What follows belongs to an exercise in optimizing a design on an open flow for small area; a production flow would make more cautious choices. Function was checked by simulation only, so behaviour that the tests miss may differ from the original. No activity file was given, so power comes from the tool's default toggle rates.

==> flow/design.v (excerpt) <==
module vgalab1(
  input clk,             
  input rst_n,           
  input key_jump_n,      
  input key_restart_n,   
  input sw_gray,         
  output [0:6] HEX0, HEX1,   
  output VGA_HS,
  output VGA_VS,
  output VGA_BLANK,
  output [9:0] VGA_R,
  output [9:0] VGA_G,
  output [9:0] VGA_B
);
wire [5:0] xq;
wire [3:0] xr;
wire [5:0] yq;
wire [3:0] yr;
wire [2:0] idx;
wire [9:0] gray;
wire video_on;
vga_sync u1(.clk(clk), .rst_n(rst_n), .xq(xq), .xr(xr), .yq(yq), .yr(yr), .hs(VGA_HS), .vs(VGA_VS));
background background(.clk(clk), .rst_n(rst_n), .jump(key_jump_n), .restart(key_restart_n),
  .xq(xq), .xr(xr), .yq(yq), .yr(yr), .idx(idx), .gray(gray), .video_on(video_on), .HEX0(HEX0), .HEX1(HEX1));
assign VGA_BLANK = VGA_HS & VGA_VS;
assign VGA_R = !video_on ? 10'h000 : sw_gray ? gray : {10{idx[0]}};
assign VGA_G = !video_on ? 10'h000 : sw_gray ? gray : {10{idx[1]}};
assign VGA_B = !video_on ? 10'h000 : sw_gray ? gray : {10{idx[2]}};
endmodule
Size: ~1100 cells after synthesis, about 52 I/O pins, about 7200 um^2 of cells after synthesis.
export LEC_CHECK = 0
export ABC_AREA = 1
export CAP_MARGIN = 0
export CORE_MARGIN = 2
export CORE_UTILIZATION = 55
export CTS_BUF_LIST = sky130_fd_sc_hd__clkbuf_4 sky130_fd_sc_hd__clkbuf_8
export GPL_TIMING_DRIVEN = 0
export PLACE_DENSITY = 0.65
export SLEW_MARGIN = 0
create_clock -name core_clock -period 12.0 [get_ports {clk}]
standard.sh (not shown) runs the stock make flow with config.mk's settings and CLKGATE_MAP_FILE= SYNTH_SCRIPT=/design/flow/synth_recipe.tcl, a recipe that flattens the netlist after the stock synthesis.
==> flow/flow/run.sh <==
#!/bin/bash
# Own layout flow: the standard synthesis, then the combinational logic
# between the registers is mapped again by ABC for area (the registers are
# kept as they are, with their names and cells), then the standard
# layout with single-strength port buffers.
set -euo pipefail
W=$(pwd)
R=$W/orfs/results/$FLOW_PLATFORM/vgalab1/base
LIB=$FLOW_HOME/platforms/$FLOW_PLATFORM/lib/sky130_fd_sc_hd__tt_025C_1v80.lib

# 1. standard synthesis, up to the netlist
bash standard.sh $R/1_2_yosys.v > $W/std_synth.log 2>&1
cp $R/1_2_yosys.v $W/std_1_2_yosys.v

# 2. map the logic between registers again
DONT=""
for c in $(grep -o "\-dont_use [a-z0-9_]*" $W/orfs/logs/$FLOW_PLATFORM/vgalab1/base/1_2_yosys.log | awk '{print $2}' | sort -u); do
  DONT="$DONT -dont_use $c"
done
cat > $W/reabc.ys <<E2
read_liberty -ignore_miss_func -overwrite $LIB
read_verilog $W/std_1_2_yosys.v
hierarchy -top $FLOW_TOP
setattr -mod -set keep_hierarchy 1 sky130_fd_sc_hd__df* sky130_fd_sc_hd__edf* sky130_fd_sc_hd__sdf* sky130_fd_sc_hd__dl* sky130_fd_sc_hd__conb_*
flatten
opt_clean -purge
tee -o $W/reabc_before.txt stat -liberty $LIB
abc -liberty $LIB $DONT -script $W/flow/area.abc
opt_clean -purge
splitnets
opt_clean -purge
hilomap -singleton -hicell sky130_fd_sc_hd__conb_1 HI -locell sky130_fd_sc_hd__conb_1 LO
insbuf -buf sky130_fd_sc_hd__buf_4 A X
opt_clean -purge
tee -o $W/reabc_after.txt stat -liberty $LIB
read_liberty -lib -ignore_miss_func -overwrite $LIB
check -assert
write_verilog -noattr -nohex -nodec $W/reabc_1_2_yosys.v
E2
yosys -l $W/reabc.log -q -s $W/reabc.ys > /dev/null 2>&1
cp $W/reabc_1_2_yosys.v $R/1_2_yosys.v

# 3. standard layout from the new netlist
bash standard.sh "BUFFER_PORTS_ARGS=-buffer_cell sky130_fd_sc_hd__buf_1" finish > $W/std_layout.log 2>&1
==> flow/flow/area.abc <==
strash; &get -n; &deepsyn -T 60; &put; dch -f; amap
Rerun with:
--- a/flow/flow/run.sh
+++ b/flow/flow/run.sh
@@ -22,5 +22,5 @@
 read_verilog $W/std_1_2_yosys.v
 hierarchy -top $FLOW_TOP
-setattr -mod -set keep_hierarchy 1 sky130_fd_sc_hd__df* sky130_fd_sc_hd__edf* sky130_fd_sc_hd__sdf* sky130_fd_sc_hd__dl* sky130_fd_sc_hd__conb_*
+setattr -mod -set keep_hierarchy 1 sky130_fd_sc_hd__df* sky130_fd_sc_hd__conb_*
 flatten
 opt_clean -purge
CAP_MARGIN = 20   (was 0)
CORE_UTILIZATION = 40   (was 55)
CTS_BUF_LIST = sky130_fd_sc_hd__clkbuf_8   (was sky130_fd_sc_hd__clkbuf_4 sky130_fd_sc_hd__clkbuf_8)
GPL_TIMING_DRIVEN = not set   (was 0)
PLACE_DENSITY = not set   (was 0.65)
SLEW_MARGIN = 20   (was 0)
The changed run never finished: it broke off in 1_synth, error STA-0171.
Rerun with:
--- a/flow/flow/run.sh
+++ b/flow/flow/run.sh
@@ -22,5 +22,5 @@
 read_verilog $W/std_1_2_yosys.v
 hierarchy -top $FLOW_TOP
-setattr -mod -set keep_hierarchy 1 sky130_fd_sc_hd__df* sky130_fd_sc_hd__conb_*
+setattr -mod -set keep_hierarchy 1 sky130_fd_sc_hd__df* sky130_fd_sc_hd__edf* sky130_fd_sc_hd__sdf* sky130_fd_sc_hd__dl* sky130_fd_sc_hd__conb_*
 flatten
 opt_clean -purge
CAP_MARGIN = 0   (was 20)
GPL_TIMING_DRIVEN = 0   (was not set)
SLEW_MARGIN = 0   (was 20)
Effect:
- The new run went through all stages and came out clean

* * *

vgalab1, a different RTL version from the one above (not shown whole).
Size: roughly 1100 cells after synthesis, about 52 I/O pins.
Settings: LEC_CHECK=0, ABC_AREA=1, CAP_MARGIN=0, CORE_MARGIN=2, CORE_UTILIZATION=40, CTS_BUF_LIST=sky130_fd_sc_hd__clkbuf_8, GPL_TIMING_DRIVEN=0, SLEW_MARGIN=0; clock period 12.0 ns.
==> flow/flow/run.sh <==
#!/bin/bash
# Own layout flow: the standard synthesis, then the combinational logic
# between the registers is mapped again by ABC for area (the registers are
# kept as they are, with their names and cells), then the standard
# layout with single-strength port buffers.
set -euo pipefail
W=$(pwd)
R=$W/orfs/results/$FLOW_PLATFORM/vgalab1/base
LIB=$FLOW_HOME/platforms/$FLOW_PLATFORM/lib/sky130_fd_sc_hd__tt_025C_1v80.lib

# 1. standard synthesis, up to the netlist
bash standard.sh $R/1_2_yosys.v > $W/std_synth.log 2>&1
cp $R/1_2_yosys.v $W/std_1_2_yosys.v

# 2. map the logic between registers again, with several seeds; keep the
#    smallest
DONT=""
for c in $(grep -o "\-dont_use [a-z0-9_]*" $W/orfs/logs/$FLOW_PLATFORM/vgalab1/base/1_2_yosys.log | awk '{print $2}' | sort -u); do
  DONT="$DONT -dont_use $c"
done
reabc() {
  local n=$1 src=$2
  sed "s/@SEED@/$n/" $W/flow/area.abc > $W/area_$n.abc
  cat > $W/reabc_$n.ys <<E2
read_liberty -ignore_miss_func -overwrite $LIB
read_verilog $src
hierarchy -top $FLOW_TOP
setattr -mod -set keep_hierarchy 1 sky130_fd_sc_hd__df* sky130_fd_sc_hd__edf* sky130_fd_sc_hd__sdf* sky130_fd_sc_hd__dl* sky130_fd_sc_hd__conb_*
flatten
opt_clean -purge
tee -o $W/reabc_before_$n.txt stat -liberty $LIB
abc -liberty $LIB $DONT -script $W/area_$n.abc
opt_clean -purge
splitnets
opt_clean -purge
hilomap -singleton -hicell sky130_fd_sc_hd__conb_1 HI -locell sky130_fd_sc_hd__conb_1 LO
insbuf -buf sky130_fd_sc_hd__buf_4 A X
opt_clean -purge
tee -o $W/reabc_after_$n.txt stat -liberty $LIB
read_liberty -lib -ignore_miss_func -overwrite $LIB
check -assert
write_verilog -noattr -nohex -nodec $W/reabc_$n.v
E2
  yosys -l $W/reabc_$n.log -q -s $W/reabc_$n.ys > /dev/null 2>&1 || true
}
# the smallest of the given runs' netlists
pick() {
  local best="" bestarea="" n a
  for n in "$@"; do
    [ -s $W/reabc_$n.v ] || continue
    a=$(grep "Chip area for top module" $W/reabc_after_$n.txt | awk '{print $NF}')
    if [ -z "$best" ] || awk "BEGIN{exit !($a < $bestarea)}"; then best=$n; bestarea=$a; fi
  done
  echo $best
}
# two rounds of four seeds, the second from the first's best
for n in 1 2 3 4; do reabc $n $W/std_1_2_yosys.v & done
wait
b1=$(pick 1 2 3 4)
for n in 5 6 7 8; do reabc $n $W/reabc_$b1.v & done
wait
best=$(pick $b1 5 6 7 8)
echo "chosen: run $best, area $(grep 'Chip area for top module' $W/reabc_after_$best.txt | awk '{print $NF}')" > $W/reabc_choice.txt
cp $W/reabc_$best.v $R/1_2_yosys.v

# 3. standard layout from the new netlist (no dummy clock loads)
bash standard.sh "BUFFER_PORTS_ARGS=-buffer_cell sky130_fd_sc_hd__buf_1" "CTS_ARGS=-sink_clustering_enable -repair_clock_nets -buf_list {sky130_fd_sc_hd__clkbuf_4 sky130_fd_sc_hd__clkbuf_8} -dont_use_dummy_load" finish > $W/std_layout.log 2>&1
==> flow/flow/area.abc <==
strash; &get -n; &deepsyn -T 60 -S @SEED@; &put; dch -f; amap; topo; buffer -p; upsize -D 6000; dnsize -D 6000
Rerun with:
--- a/flow/flow/run.sh
+++ b/flow/flow/run.sh
@@ -22,3 +22,3 @@
   local n=$1 src=$2
-  sed "s/@SEED@/$n/" $W/flow/area.abc > $W/area_$n.abc
+  sed "s/@SEED@/$((n + 20))/" $W/flow/area.abc > $W/area_$n.abc
   cat > $W/reabc_$n.ys <<E2
@@ -55,9 +55,12 @@
 }
-# two rounds of four seeds, the second from the first's best
-for n in 1 2 3 4; do reabc $n $W/std_1_2_yosys.v & done
+# sixteen seeds from the standard netlist, four at a time, then four from
+# the best of them
+for r in 0 4 8 12; do
+  for n in 1 2 3 4; do reabc $((r + n)) $W/std_1_2_yosys.v & done
+  wait
+done
+b1=$(pick $(seq 1 16))
+for n in 17 18 19 20; do reabc $n $W/reabc_$b1.v & done
 wait
-b1=$(pick 1 2 3 4)
-for n in 5 6 7 8; do reabc $n $W/reabc_$b1.v & done
-wait
-best=$(pick $b1 5 6 7 8)
+best=$(pick $b1 17 18 19 20)
 echo "chosen: run $best, area $(grep 'Chip area for top module' $W/reabc_after_$best.txt | awk '{print $NF}')" > $W/reabc_choice.txt
@@ -66,2 +69,2 @@
 # 3. standard layout from the new netlist (no dummy clock loads)
-bash standard.sh "BUFFER_PORTS_ARGS=-buffer_cell sky130_fd_sc_hd__buf_1" "CTS_ARGS=-sink_clustering_enable -repair_clock_nets -buf_list {sky130_fd_sc_hd__clkbuf_4 sky130_fd_sc_hd__clkbuf_8} -dont_use_dummy_load" finish > $W/std_layout.log 2>&1
+bash standard.sh "BUFFER_PORTS_ARGS=-buffer_cell sky130_fd_sc_hd__buf_1" "CTS_ARGS=-sink_clustering_enable -repair_clock_nets -buf_list sky130_fd_sc_hd__clkbuf_8 -dont_use_dummy_load" finish > $W/std_layout.log 2>&1
==> flow/flow/area.abc (replaced) <==
strash; &get -n; &deepsyn -T 60 -S @SEED@; &put; dch -f; amap; topo; buffer -p; upsize -D 7000; dnsize -D 7000
What happened:
- non-clock buffer count came out higher by 1
- die area stays flat
- combinational power came out lower by about 2%
- sequential power stays flat
- wire length came out higher by 1.0%
- cell count came out lower by 0.37%
- power came out lower by 0.91%
- setup slack improved by 320 ps
- flip-flop and latch count is unchanged
- core utilization hardly moves
- area after synthesis is about the same
Rerun with:
--- a/flow/flow/run.sh
+++ b/flow/flow/run.sh
@@ -22,3 +22,3 @@
   local n=$1 src=$2
-  sed "s/@SEED@/$((n + 20))/" $W/flow/area.abc > $W/area_$n.abc
+  sed "s/@SEED@/$n/" $W/flow/area.abc > $W/area_$n.abc
   cat > $W/reabc_$n.ys <<E2
==> flow/flow/area.abc (replaced) <==
strash; &get -n; &deepsyn -T 60 -S @SEED@; &put; dch -f; amap; topo; buffer -p; upsize -D 6000; dnsize -D 6000
After rerunning: Non-clock buffer count went down by 4. Maximum frequency went down by a few percent. Synthesized area barely changes. Via count is about the same.

what the ideal ports hide:
Ports are ideal in the flow. The routed layouts listed here were re-timed in OpenROAD. Step 1: set_driving_cell puts a clkbuf_16 on clk and a buf_2 on each other input, an assumption about the parent block. Step 2 moves the port delays by t, midway between the first and last clock arrival at a register: inputs arrive t later, outputs are due t later. That takes back most of the time a late clock gives input paths. Three values: ideal, step 1, step 2; two values: the first two.
| run | t (ns) | setup slack, ns | latest minus earliest clock arrival (ns) | worst slew at a driven data input, ns |
|---|---|---|---|---|
| the first run of note 1 | 0.426 | 0.753 / 0.712 / 1.139 | 0.015 / 0.015 | 0.04 |
| the third run of note 1 | 0.429 | 0.813 / 0.774 / 1.203 | 0.018 / 0.018 | 0.04 |
| the first run of note 2 | 0.404 | 0.692 / 0.652 / 1.056 | 0.021 / 0.021 | 0.03 |
| the second run of note 2 | 0.406 | 1.012 / 0.977 / 1.383 | 0.023 / 0.022 | 0.03 |
| the third run of note 2 | 0.404 | 0.685 / 0.644 / 1.048 | 0.027 / 0.028 | 0.05 |
After both steps every run listed still meets setup and hold.
